This is an optimization exercise on Yosys and OpenROAD, whose aim is small area and a short achievable clock period, not a production implementation.
Only simulation tests tie the RTL to the original design; equivalence was not proved.
Power and IR drop assume default switching activity.

## config.mk

```make
export PLATFORM = sky130hd
export DESIGN_NAME = ALU_TOP
export DESIGN_NICKNAME = ALU_TOP
export VERILOG_FILES = /design/flow/design.v
export SDC_FILE = /design/flow/constraint.sdc
export NUM_CORES = 4
export LEC_CHECK = 0
export CAP_MARGIN = 20
export CORE_MARGIN = 2
export CORE_UTILIZATION = 40
export SLEW_MARGIN = 20
```

## constraint.sdc

```tcl
create_clock -name core_clock -period 32.0 [get_ports {clk}]
set_input_delay 6.4000 -clock core_clock [delete_from_list [all_inputs] [get_ports {clk}]]
set_output_delay 6.4000 -clock core_clock [all_outputs]
set_load 0.01 [all_outputs]
```

## design.v

```verilog
module Decoder(
input       wire    [3:0]     ALU_FUN,
output      reg              Arith_EN,Logic_EN,CMP_EN,Shift_EN
);
always @(*)
begin
case (ALU_FUN[3:2])
2'b00:
begin
Arith_EN=1'b1;
Logic_EN=1'b0;
CMP_EN=1'b0;
Shift_EN=1'b0;
end
2'b01:
begin
Arith_EN=1'b0;
Logic_EN=1'b1;
CMP_EN=1'b0;
Shift_EN=1'b0;
end
2'b10:
begin
Arith_EN=1'b0;
Logic_EN=1'b0;
CMP_EN=1'b1;
Shift_EN=1'b0;
end
2'b11:
begin
Arith_EN=1'b0;
Logic_EN=1'b0;
CMP_EN=1'b0;
Shift_EN=1'b1;
end
endcase
end
endmodule
module Arithmetic_Unit(
input    wire     [15:0]    A,B,
input    wire               clk,Arith_EN,
input    wire     [3:0]     ALU_FUN,
input    wire               RST,
output   reg     [15:0]     Arith_OUT,
output   reg                ALU_Carry,
output   reg                Arith_Flag
);
reg [15:0] Arith_OUT_C;
reg        ALU_Carry_C;
reg        Arith_Flag_C;
always @(*)
begin
if(Arith_EN)
begin
case (ALU_FUN[1:0])
2'b00:
begin
{ALU_Carry_C,Arith_OUT_C}=A+B;
Arith_Flag_C=1'b1;
end
2'b01:
begin
Arith_OUT_C=A-B;
Arith_Flag_C=1'b1;
ALU_Carry_C=1'b0;
end
2'b10:
begin
Arith_OUT_C=A*B;
Arith_Flag_C=1'b1;
ALU_Carry_C=1'b0;
end
2'b11:
begin
Arith_OUT_C=(B==16'b0)?16'hFFFF:A/B;
Arith_Flag_C=1'b1;
ALU_Carry_C=1'b0;
end
endcase
end
else
begin
Arith_OUT_C=16'b0;
Arith_Flag_C=1'b0;
ALU_Carry_C=1'b0;
end
end
always @(posedge clk or negedge RST)
begin
if(!RST)
begin
Arith_OUT<=16'b0;
ALU_Carry<=1'b0;
Arith_Flag<=1'b0;
end
else
begin
Arith_OUT<=Arith_OUT_C;
ALU_Carry<=ALU_Carry_C;
Arith_Flag<=Arith_Flag_C;
end
end
endmodule
module Logic_Unit(
input    wire     [15:0]    A,B,
input    wire               clk,Logic_EN,
input    wire     [3:0]     ALU_FUN,
input    wire               RST,
output   reg     [15:0]     Logic_OUT,
output   reg                Logic_Flag
);
reg [15:0] Logic_OUT_C;
reg        Logic_Flag_C;
always @(*)
begin
if(Logic_EN)
begin
case (ALU_FUN[1:0])
2'b00:
begin
Logic_OUT_C=A&B;
Logic_Flag_C=1'b1;
end
2'b01:
begin
Logic_OUT_C=A|B;
Logic_Flag_C=1'b1;
end
2'b10:
begin
Logic_OUT_C=~(A&B);
Logic_Flag_C=1'b1;
end
2'b11:
begin
Logic_OUT_C=~(A|B);
Logic_Flag_C=1'b1;
end
endcase
end
else
begin
Logic_OUT_C=16'b0;
Logic_Flag_C=1'b0;
end
end
always @(posedge clk or negedge RST)
begin
if(!RST)
begin
Logic_OUT<=16'b0;
Logic_Flag<=1'b0;
end
else
begin
Logic_OUT<=Logic_OUT_C;
Logic_Flag<=Logic_Flag_C;
end
end
endmodule
module CMP_Unit(
input    wire     [15:0]     A,B,
input    wire                clk,CMP_EN,
input    wire     [3:0]      ALU_FUN,
input    wire                RST,
output   reg     [15:0]      CMP_OUT,
output   reg                 CMP_Flag
);
reg [15:0] CMP_OUT_C;
reg        CMP_Flag_C;
always @(*)
begin
if(CMP_EN)
begin
case (ALU_FUN[1:0])
2'b00:
begin
CMP_OUT_C=16'b0;
CMP_Flag_C=1'b1;
end
2'b01:
begin
CMP_OUT_C=(A==B)?16'b1:16'b0;
CMP_Flag_C=1'b1;
end
2'b10:
begin
CMP_OUT_C=(A>B)?16'b1:16'b0;
CMP_Flag_C=1'b1;
end
2'b11:
begin
CMP_OUT_C=(A<B)?16'b1:16'b0;
CMP_Flag_C=1'b1;
end
endcase
end
else
begin
CMP_OUT_C=16'b0;
CMP_Flag_C=1'b0;
end
end
always @(posedge clk or negedge RST)
begin
if(!RST)
begin
CMP_OUT<=16'b0;
CMP_Flag<=1'b0;
end
else
begin
CMP_OUT<=CMP_OUT_C;
CMP_Flag<=CMP_Flag_C;
end
end
endmodule
module Shift_Unit(
input    wire     [15:0]     A,B,
input    wire                clk,Shift_EN,
input    wire     [3:0]      ALU_FUN,
input    wire                RST,
output   reg      [15:0]     Shift_OUT,
output   reg                 Shift_Flag
);
reg [15:0] Shift_OUT_C;
reg        Shift_Flag_C;
always @(*)
begin
if(Shift_EN)
begin
case (ALU_FUN[1:0])
2'b00:
begin
Shift_OUT_C=(A>>1);
Shift_Flag_C=1'b1;
end
2'b01:
begin
Shift_OUT_C=(A<<1);
Shift_Flag_C=1'b1;
end
2'b10:
begin
Shift_OUT_C=(B>>1);
Shift_Flag_C=1'b1;
end
2'b11:
begin
Shift_OUT_C=(B<<1);
Shift_Flag_C=1'b1;
end
endcase
end
else
begin
Shift_OUT_C=16'b0;
Shift_Flag_C=1'b0;
end
end
always @(posedge clk or negedge RST)
begin
if(!RST)
begin
Shift_OUT<=16'b0;
Shift_Flag<=1'b0;
end
else
begin
Shift_OUT<=Shift_OUT_C;
Shift_Flag<=Shift_Flag_C;
end
end
endmodule
module ALU_TOP(
input    wire     [15:0]     A,B,
input    wire     [3:0]      ALU_FUN,
input    wire                clk,
input    wire                RST,
output   wire      [15:0]    Arith_OUT,Logic_OUT,CMP_OUT,Shift_OUT,
output   wire                Carry_OUT,
output   wire                Arith_Flag,Logic_Flag,CMP_Flag,Shift_Flag                
);
wire Arith_EN,Logic_EN,CMP_EN,Shift_EN;
Arithmetic_Unit U_Arith(
.A(A),
.B(B),
.RST(RST),
.clk(clk),
.Arith_EN(Arith_EN),
.ALU_FUN(ALU_FUN),
.Arith_OUT(Arith_OUT),
.ALU_Carry(Carry_OUT),
.Arith_Flag(Arith_Flag)
);
Logic_Unit U_logic(
.A(A),
.B(B),
.RST(RST),
.clk(clk),
.Logic_EN(Logic_EN),
.ALU_FUN(ALU_FUN),
.Logic_OUT(Logic_OUT),
.Logic_Flag(Logic_Flag)
);
CMP_Unit U_CMP(
.A(A),
.B(B),
.RST(RST),
.clk(clk),
.CMP_EN(CMP_EN),
.ALU_FUN(ALU_FUN),
.CMP_OUT(CMP_OUT),
.CMP_Flag(CMP_Flag)
);
Shift_Unit U_Shift(
.A(A),
.B(B),
.RST(RST),
.clk(clk),
.Shift_EN(Shift_EN),
.ALU_FUN(ALU_FUN),
.Shift_OUT(Shift_OUT),
.Shift_Flag(Shift_Flag)
);
Decoder U_Decoder(
.ALU_FUN(ALU_FUN),
.Arith_EN(Arith_EN),
.Shift_EN(Shift_EN),
.CMP_EN(CMP_EN),
.Logic_EN(Logic_EN)
);
endmodule
```

## run.sh

```bash
#!/bin/bash
# synth_recipe.tcl (not shown) runs the flow's synth.tcl, then flattens the netlist and writes it again
# the make line also repeats each setting of config.mk as NAME=value (left out here)
make -C /OpenROAD-flow-scripts/flow DESIGN_CONFIG=/design/flow/config.mk WORK_HOME=/design/flow/orfs CLKGATE_MAP_FILE= SYNTH_SCRIPT=/design/flow/synth_recipe.tcl finish
```

==> metrics.csv <==
metric;value;unit
status;timing/DRC/antenna clean;
gr-total-overflow;0;
synth_common_cells;236 x ha_1, 211 x nor2_1, 189 x nand2_1;
numPlacedInstances;2586;
end_kind;register;
die_w;198.4;um
cts_buffers;5;
io_pins;107;
grt_max_degree;69;
hold_viol;0;
arrival;31180;ps
vias_per_cell;5.902;
synthArstFlopShare;100.0;%
synth_top_flop_cell;dfrtp_1;
synthTopCellsByArea;ha_1 20%, fa_1 11%, dfrtp_1 8.9%;
start_util;40.42;%
cts_tree;yes;
synth_mux_area_share;5.115;%
synth-compound-area-share;21.02;%
drt_iter0_drc;1238;
cts.clk_slew.worst_paths;80;ps
cts_hold_buffers;0;
core-area;37400;sq um
nNetsFinal;2464;
synth_edf_count;0;
synth_top_family_by_area;adder cells;
num_vias;15460;
crit_family;compound AO/OA/AOI/OAI gates;
syn_inst;1931;
crit_path_top_delay_cell;or4b_2;
placed_area;17260;sq um
ys_seq_area_share;8.938;%
htree_levels;2;
setup_viol;0;
crit_path_start_kind;primary input;
final_area;18210;sq um
tns;0;ps
first_pass_iters;6;
synth_cell_types;102;
grt_pass1_vias;14890;
cts_buffer_depth;2;
powerDensity;44.45;nW/um^2
ant_nets;0;
cp_num_buf_inv;10;
yosys.area_share.simple;19.62;%
cts_root_buf;clkbuf_16;
drive_gt1_share;15.50;%
antenna_found_initial;0;
relSlewSlack;34.23;%
dp.final_hpwl;44330;um
tightestPinTransition;985.5;ps
wl_per_cell;21.99;um
p_leak;8.473;nW
finalPower;0.8095;mW
path_common_cell;ha_1;
required;32180;ps
ir_drop;0.00007664;V
syn_area;15120;sq um
gp_congestion;0.9761;
post-route-min-period;31000;ps
criticalPathCategory;in -> reg;
drv_cap;0;
hold_class;in -> async;
port_buffers;91;
antenna_cells;0;
track_usage;28.56;%
drc;0;
synthAdderAreaFrac;30.39;%
grt_pass1_wl;85730;um
dieArea;39370;sq um
timing.final.crit_share;96.88;%
report.final.slew_viol_count;0;
synth_xor_area_share;7.680;%
cpPeakStageDelay;620;ps
cp_max_fo;9;
yosys.area.top_type;ha_1;
synth_top_area_share;19.53;%
fp-row-count;71;
fmax;32.26;MHz
syn_to_final_growth;20.46;%
die_y;198.4;um
clock-sinks;54;
syn_avg_cell_area;7.829;sq um
synth_warnings;5;
synth.most_common_cell;ha_1;
wl;57610;um
fin_cells;2620;
synth-seq-cells;54;
-- report_power, final --
group | switching [mW] | internal [mW]
sequential | 0.00141 | 0.0736
clock | 0.0267 | 0.0293
combinational | 0.386 | 0.293
total | 0.414 | 0.396
-- cells by family (layout without fill, tap and decap cells) --
kind of cell	after synthesis	count (layout)
other cells	1	15
fa+ha+maj	318	318
mux	56	56
flops	54	54
xor+xnor	131	131
buf+inv	266	430
simple gates	639	639
compound gates	466	466
-- registers in the layout, summed over array words and instances, names as in the netlist --
name	flops
U_Arith.Arith_OUT	16
U_Shift.Shift_OUT	16
U_logic.Logic_OUT	16
U_Arith.ALU_Carry	1
U_Arith.Arith_Flag	1
U_CMP.CMP_Flag	1
U_CMP.CMP_OUT	1
U_Shift.Shift_Flag	1
U_logic.Logic_Flag	1
-- placed cells by master, fill, tap and decap left out, types with 51 or more instances in the layout --
cell               n
ha_1             222
nor2_1           204
nand2_1          187
inv_1            166
buf_4            152
a21oi_1          109
xnor2_1           93
clkdlybuf4s50_1   83
fa_1              82
o21ai_0           65
dfrtp_1           54
nor3_1            51
-- worst max path at each step --
stage / start / to / slack (ps) / cells past startpoint
CTS: B[0] / U_Arith.Arith_OUT[0]$_DFF_PN0_ / 20 / 120
global placement: B[15] / U_Arith.Arith_OUT[0]$_DFF_PN0_ / -590 / 115
finish: B[12] / U_Arith.Arith_OUT[0]$_DFF_PN0_ / 1000 / 115
detailed placement: B[15] / U_Arith.Arith_OUT[0]$_DFF_PN0_ / -950 / 116
floorplan: B[0] / U_Arith.Arith_OUT[0]$_DFF_PN0_ / 20 / 122
global route: B[0] / U_Arith.Arith_OUT[0]$_DFF_PN0_ / -190 / 121
-- layout make-up --
| class | count | area (sq um) |
|---|---|---|
| Tap cell | 511 | 639.4 |
| Fill cell | 3678 | 19190 |
| Sequential cell | 54 | 1351 |
| Clock buffer | 5 | 125.1 |
| Timing Repair Buffer | 250 | 2115 |
| Clock inverter | 3 | 23.77 |
| Inverter | 172 | 645.6 |
| Multi-Input combinational cell | 1625 | 13310 |
-- repair_timing --
| item | CTS | global route |
|---|---|---|
| buffers inserted | 2 | 22 |
| gates resized for setup | 17 | 114 |
| cloned | 0 | 2 |
| pin swaps | 3 | 42 |
| setup endpoints to repair | 1 | 2 |
-- per-stage QoR --
| step | setup slack (ps) | hold WS, ps | utilization [%] |
|---|---|---|---|
| after detailed placement | -948.5 | 6573 | 46.16 |
| after floorplan | 18.33 | 6104 | - |
| after CTS | 17.79 | 6251 | 46.75 |
| after global routing | -189.6 | 6292 | 48.69 |
| final | 999.5 | 6238 | 48.69 |
| after global placement | -589.3 | 6561 | 46.16 |
-- routing by layer --
| layer | vias up | wire length (um) | GRT usage, % |
|---|---|---|---|
| met3 | 187 | 4042 | 2.798 |
| met2 | 715 | 26250 | 47.99 |
| met4 | 0 | 3611 | 15.23 |
| met1 | 7457 | 23700 | 36.26 |
| li1 | 7103 | - | - |
| met5 | - | 0 | 0 |

separate check: timing with driven ports:
No port has a modelled driver above. Below, the same layout with a new extraction and two added sets of constraints. Step 1: set_driving_cell puts a clkbuf_16 on clk and a buf_2 on each other input, an assumption about the parent block. Step 2 also shifts input and output timing later by t, the mid clock arrival at the registers, as if the neighbouring blocks saw the same clock. a / b / c = no drivers / after step 1 / after step 2; a / b = the first two.
shift t [ns]: 0.328
setup WS [ns]: 1.000 / 1.009 / 0.681
cell pins on the clock port's net: 1
After both steps setup and hold are still met in this run. For this run, drivers alone change the setup slack by +0.009 ns; drivers and shift together by -0.319 ns.
